Background: an optimization exercise with open tools, aiming at small area, a short achievable clock period and few clock cycles per item. Do not read the settings as production practice.
The RTL was checked by simulation tests, not by an equivalence proof against the original design.

==> v2: inputs <==
## decoder_3nrm_mld_final_v3
module decoder_3nrm_mld_final_v3 (
    input wire clk,
    input wire rst_n,
    input wire start,
    input wire [63:0] residues_in,
    output reg [15:0] data_out,
    output reg valid,
    output reg uncorrectable
);
make LEC_CHECK=0 ABC_AREA=1 ABC_CLOCK_PERIOD_IN_PS=20000 CAP_MARGIN=20 CORE_MARGIN=2 CORE_UTILIZATION=40 SLEW_MARGIN=20 SYNTH_MEMORY_MAX_BITS=65536 finish   # period 110.0 ns
run.sh (not shown) runs the stock make flow with config.mk's settings and CLKGATE_MAP_FILE= SYNTH_SCRIPT=/design/flow/synth_recipe.tcl, a recipe that flattens the netlist after the stock synthesis.
==> v16 (differences from v2) <==
--- a/flow/design.v
+++ b/flow/design.v
@@ -55,42 +55,42 @@
     csa7 = csa5(s1, k1, s2, k2, g);
   end
 endfunction
   function automatic ge(input [23:0] a, input [23:0] b);    
     reg [24:0] t;
     begin t = rca(a, ~b, 1'b1); ge = t[24]; end
   endfunction
-  function automatic [6:0] modmul(input [7:0] x, input [6:0] c, input [1:0] ms);
+  function automatic [7:0] modmul(input [7:0] x, input [6:0] c, input [1:0] ms);
     reg [23:0] p0,p1,p2,p3,p4,p5,p6, pr, s; reg [24:0] t;
     begin
       p0 = c[0] ? {16'd0, x} : 24'd0;
       p1 = c[1] ? {15'd0, x, 1'd0} : 24'd0;
       p2 = c[2] ? {14'd0, x, 2'd0} : 24'd0;
       p3 = c[3] ? {13'd0, x, 3'd0} : 24'd0;
       p4 = c[4] ? {12'd0, x, 4'd0} : 24'd0;
       p5 = c[5] ? {11'd0, x, 5'd0} : 24'd0;
       p6 = c[6] ? {10'd0, x, 6'd0} : 24'd0;
       pr = csa7(p0, p1, p2, p3, p4, p5, p6);      
       case (ms)
-        2'd0: modmul = {1'b0, pr[5:0]};
+        2'd0: modmul = {2'b0, pr[5:0]};
         2'd1: begin  
           s = csa3({18'd0, pr[5:0]}, {18'd0, pr[11:6]}, {21'd0, pr[14:12]});
           s = csa3({18'd0, s[5:0]}, {22'd0, s[7:6]}, 24'd0);             
-          t = rca(s, ~24'd63, 1'b1); modmul = t[24] ? t[6:0] : s[6:0];
+          modmul = s[7:0];
         end
         2'd2: begin  
           s = csa3({18'd0, pr[5:0]}, {18'd0, 6'h3f ^ pr[11:6]}, {21'd0, pr[14:12]});
           s = rca(s, 24'd67, 1'b0);
           t = rca(s, ~24'd130, 1'b1); if (t[24]) s = t[23:0];
-          t = rca(s, ~24'd65, 1'b1); modmul = t[24] ? t[6:0] : s[6:0];
+          modmul = s[7:0];
         end
         default: begin  
           s = csa3({19'd0, pr[4:0]}, {19'd0, pr[9:5]}, {19'd0, pr[14:10]});    
           s = csa3({19'd0, s[4:0]}, {22'd0, s[6:5]}, 24'd0);                  
-          t = rca(s, ~24'd31, 1'b1); modmul = t[24] ? t[6:0] : s[6:0];
+          modmul = s[7:0];
         end
       endcase
     end
   endfunction
   reg [5:0] r0, r1; reg [6:0] r2; reg [4:0] r3, r4, r5, r6, r7; reg [3:0] r8;
   always @(posedge clk) begin
     r0 <= residues_in[63:58]; r1 <= residues_in[57:52]; r2 <= residues_in[51:45];
@@ -98,15 +98,15 @@
     r6 <= residues_in[29:25]; r7 <= residues_in[24:20]; r8 <= residues_in[19:16];
   end
   reg busy;
   reg [4:0] g;        
   reg bf;             
   reg [4:0] bl;       
   reg bbig;           
-  reg [6:0] wr, br; reg [1:0] mr, ur;    
+  reg [7:0] wq; reg [6:0] br; reg [1:0] mr, ur, dmr;    
   reg [1:0] uc;       
   reg [2:0] pt;       
   reg [1:0] xc;       
   always @* begin
     case (g)
       5'd1: begin uc=2'd1; pt=3'd3; xc=2'd0; end
       5'd2: begin uc=2'd0; pt=3'd2; xc=2'd0; end
@@ -192,25 +192,36 @@
     3'd2: begin da = v2; db = {1'b0, v1}; dc = 7'd32; doff = 8'd131; dms = 2'd2; end
     3'd3: begin da = {2'b0, v3}; db = vx; dc = (xc == 2'd0) ? 7'd16 : (xc == 2'd1) ? 7'd1 : 7'd21; doff = 8'd94; dms = 2'd3; end
     3'd4: begin da = vx; db = {2'b0, v5}; dc = (xc == 2'd0) ? 7'd39 : (xc == 2'd1) ? 7'd11 : 7'd17;
                 doff = (xc == 2'd0) ? 8'd65 : (xc == 2'd1) ? 8'd64 : 8'd66; dms = xc; end
     default: begin da = {2'b0, v3}; db = {2'b0, v5}; dc = 7'd27; doff = 8'd32; dms = 2'd3; end
   endcase
   wire [23:0] dxw = csa3({17'd0, da}, {16'd0, doff}, {16'd0, 1'b1, ~db});
-  wire [6:0] wd = modmul(dxw[7:0], dc, dms);
+  wire [7:0] wd = modmul(dxw[7:0], dc, dms);
   wire [6:0] base = (pt == 3'd2) ? {1'b0, v1} : (pt == 3'd3) ? vx : (pt[2]) ? {2'b0, v5} : {1'b0, v0};
   wire [1:0] mbs = (pt == 3'd2) ? 2'd1 : (pt == 3'd3) ? xc : (pt[2]) ? 2'd3 : 2'd0;
-  wire [6:0] e1 = {1'b0, r1} - {1'b0, r0};
-  wire [5:0] b2 = e1[6] ? e1[5:0] - 6'd1 : e1[5:0];
-  wire [8:0] z0 = {2'b0, r0, 1'b0} + 9'd130 - {3'b0, r1} - {2'b0, r2} + {7'd0, e1[6], 1'b0};   
-  wire [8:0] z1 = (z0 >= 9'd195) ? z0 - 9'd195 : (z0 >= 9'd130) ? z0 - 9'd130 : (z0 >= 9'd65) ? z0 - 9'd65 : z0;
+  wire [24:0] e1w = rca({18'd0, r1}, ~{18'd0, r0}, 1'b1);
+  wire [24:0] e1m = rca({18'd0, e1w[5:0]}, 24'd63, 1'b0);
+  wire [5:0] b2 = e1w[24] ? e1w[5:0] : e1m[5:0];
+  wire [23:0] z0w = csa5({17'd0, r0, 1'b0}, {16'd0, 2'b11, ~r1}, {16'd0, 1'b1, ~r2}, {22'd0, ~e1w[24], 1'b0}, 24'd132);
+  wire [8:0] z0 = z0w[8:0];
+  wire [24:0] z195 = rca({15'd0, z0}, ~24'd195, 1'b1);
+  wire [24:0] z130 = rca({15'd0, z0}, ~24'd130, 1'b1);
+  wire [24:0] z65 = rca({15'd0, z0}, ~24'd65, 1'b1);
+  wire [6:0] z1 = z195[24] ? z195[6:0] : z130[24] ? z130[6:0] : z65[24] ? z65[6:0] : z0[6:0];
   wire [5:0] zk = z1[6:1];
-  wire [6:0] b3 = z1[0] ? 7'd32 - {1'b0, zk} : (zk == 6'd0) ? 7'd0 : 7'd65 - {1'b0, zk};
-  wire [11:0] y012 = {b3[5:0], 6'd0} + {6'd0, b2} - {5'd0, b3};
-  wire [17:0] x012 = {y012, r0};
+  wire [24:0] b3o = rca(24'd32, ~{18'd0, zk}, 1'b1);
+  wire [24:0] b3e = rca(24'd65, ~{18'd0, zk}, 1'b1);
+  wire [6:0] b3 = z1[0] ? b3o[6:0] : (zk == 6'd0) ? 7'd0 : b3e[6:0];
+  wire [23:0] y012 = csa3({12'd0, b3[5:0], 6'd0}, {18'd0, b2}, {12'd0, 5'h1f, ~b3});
+  wire [24:0] y012p = rca(y012, 24'd1, 1'b0);
+  wire [17:0] x012 = {y012p[11:0], r0};
+  wire [6:0] mdig = (dmr == 2'd1) ? 7'd63 : (dmr == 2'd2) ? 7'd65 : (dmr == 2'd3) ? 7'd31 : 7'd127;
+  wire [24:0] wqs = rca({16'd0, wq}, ~{17'd0, mdig}, 1'b1);
+  wire [6:0] wr = (wqs[24] && dmr != 2'd0) ? wqs[6:0] : wq[6:0];
   wire [23:0] wm = (mr == 2'd3) ? ~{14'd0, rca({17'd0, wr}, {14'd0, wr, 3'd0}, 1'b0)} : (mr == 2'd1) ? ~{17'd0, wr} : (mr == 2'd2) ? {17'd0, wr} : 24'd0;
   wire [23:0] wsh = (mr == 2'd3) ? {12'd0, wr, 5'd0} : {11'd0, wr, 6'd0};
   wire [23:0] Ws = csa3(wsh, {17'd0, br}, wm);
   wire [24:0] Ww = rca(Ws, 24'd0, mr[0]);
   wire [12:0] W = Ww[12:0];
   wire [4:0] rur = (ur == 2'd0) ? r3 : (ur == 2'd1) ? r4 : r5;
   wire [23:0] kW = (ur == 2'd0) ? {11'd0, W} : (ur == 2'd1) ? csa3({11'd0, W}, {10'd0, W, 1'b0}, 24'd0) : csa3({11'd0, W}, {8'd0, W, 3'b0}, 24'd0);
@@ -293,16 +304,16 @@
     end else begin
       valid <= fin;
       busy <= busy ? !fin : start;
     end
   end
   wire [24:0] ginc = rca({19'd0, g}, 24'd0, 1'b1);
   always @(posedge clk) begin
-    wr <= wd; br <= base; mr <= mbs; ur <= uc;
-    if (!busy | fin) g <= 5'd1; else g <= ginc[4:0];
+    wq <= wd; dmr <= dms; br <= base; mr <= mbs; ur <= uc;
+    if (!busy) g <= 5'd1; else g <= ginc[4:0];
     if (!run) begin
       bf <= 1'b0;
     end else begin
       bf <= nbf; bl <= nbl;
       if (dle2 | upd) begin data_out <= X[15:0]; bbig <= big; end
       if (fin) uncorrectable <= (dle2 | upd) ? big : bf ? bbig : 1'b1;
     end
==> qor summary <==
item	v16	v2
Result of the run	finished clean	finished clean
Cell area after synthesis	22200 um^2	22500 um^2
Flip-flop and latch count	112	109
Register fraction of the total cell area	10.3%	9.93%
WL met2	25100 um	26300 um
Final weighted congestion of routability-driven global placement	0.910	0.912
GR Util met1	27.8%	27.2%
Time the final worst path needs with I/O delays and setup	25660 ps	26760 ps
Synthesized netlist cell count	2581	2692
Count of fill cells added during filler insertion	5420	5514
Post-synthesis xor/xnor area fraction	2.21%	3.36%
Final cell utilization of the core	43.8%	44.1%
Critical Path Slowest Stage Cell	sky130_fd_sc_hd__o22ai_1	sky130_fd_sc_hd__fa_1
Total routed wirelength	53500 um	54500 um
Source-to-sink clock delay at the later pin of the worst-skew pair	400 ps	370 ps
HPWL reported at the end of detailed placement	46400 um	46900 um
Path depth of the worst reg2reg path	100	93
Sinks on Clock Net	112	109
Share of the synthesized area in compound gates (AO/OA/AOI/OAI)	7.70%	7.45%
Mean instance size in the synthesized netlist	8.58 um^2	8.35 um^2
Testbench counts of v2, summed over its fixed seeds: cycles 2,975, items 480.
Testbench counts of v16, summed over its fixed seeds: cycles 2,975, items 480.

## what the ideal ports hide
The results above use ideal ports. As a check the final layouts listed here were re-extracted and re-timed, cells and wires unchanged.
Step 1 sets driving cells, clkbuf_16 on the clock port and buf_2 on the other inputs (assumed; they add their load-dependent delay and slew).
Step 2 also shifts input and output timing later by t, the mid clock arrival at the registers, as if the neighbouring blocks saw the same clock.
Slacks: ideal / step 1 / step 2; pairs: ideal / step 1.
run | t (ns) | slack for setup (ns) | hold WS [ns] | latest minus earliest clock arrival (ns) | pins driven straight from the clock port
v2 | 0.424 | 83.242 / 83.242 / 83.242 | 0.449 / 0.449 / 0.449 | 0.008 / 0.008 | 1
v16 | 0.448 | 84.343 / 84.343 / 84.343 | 0.413 / 0.413 / 0.413 | 0.017 / 0.016 | 1
After both steps every run listed still meets setup and hold.
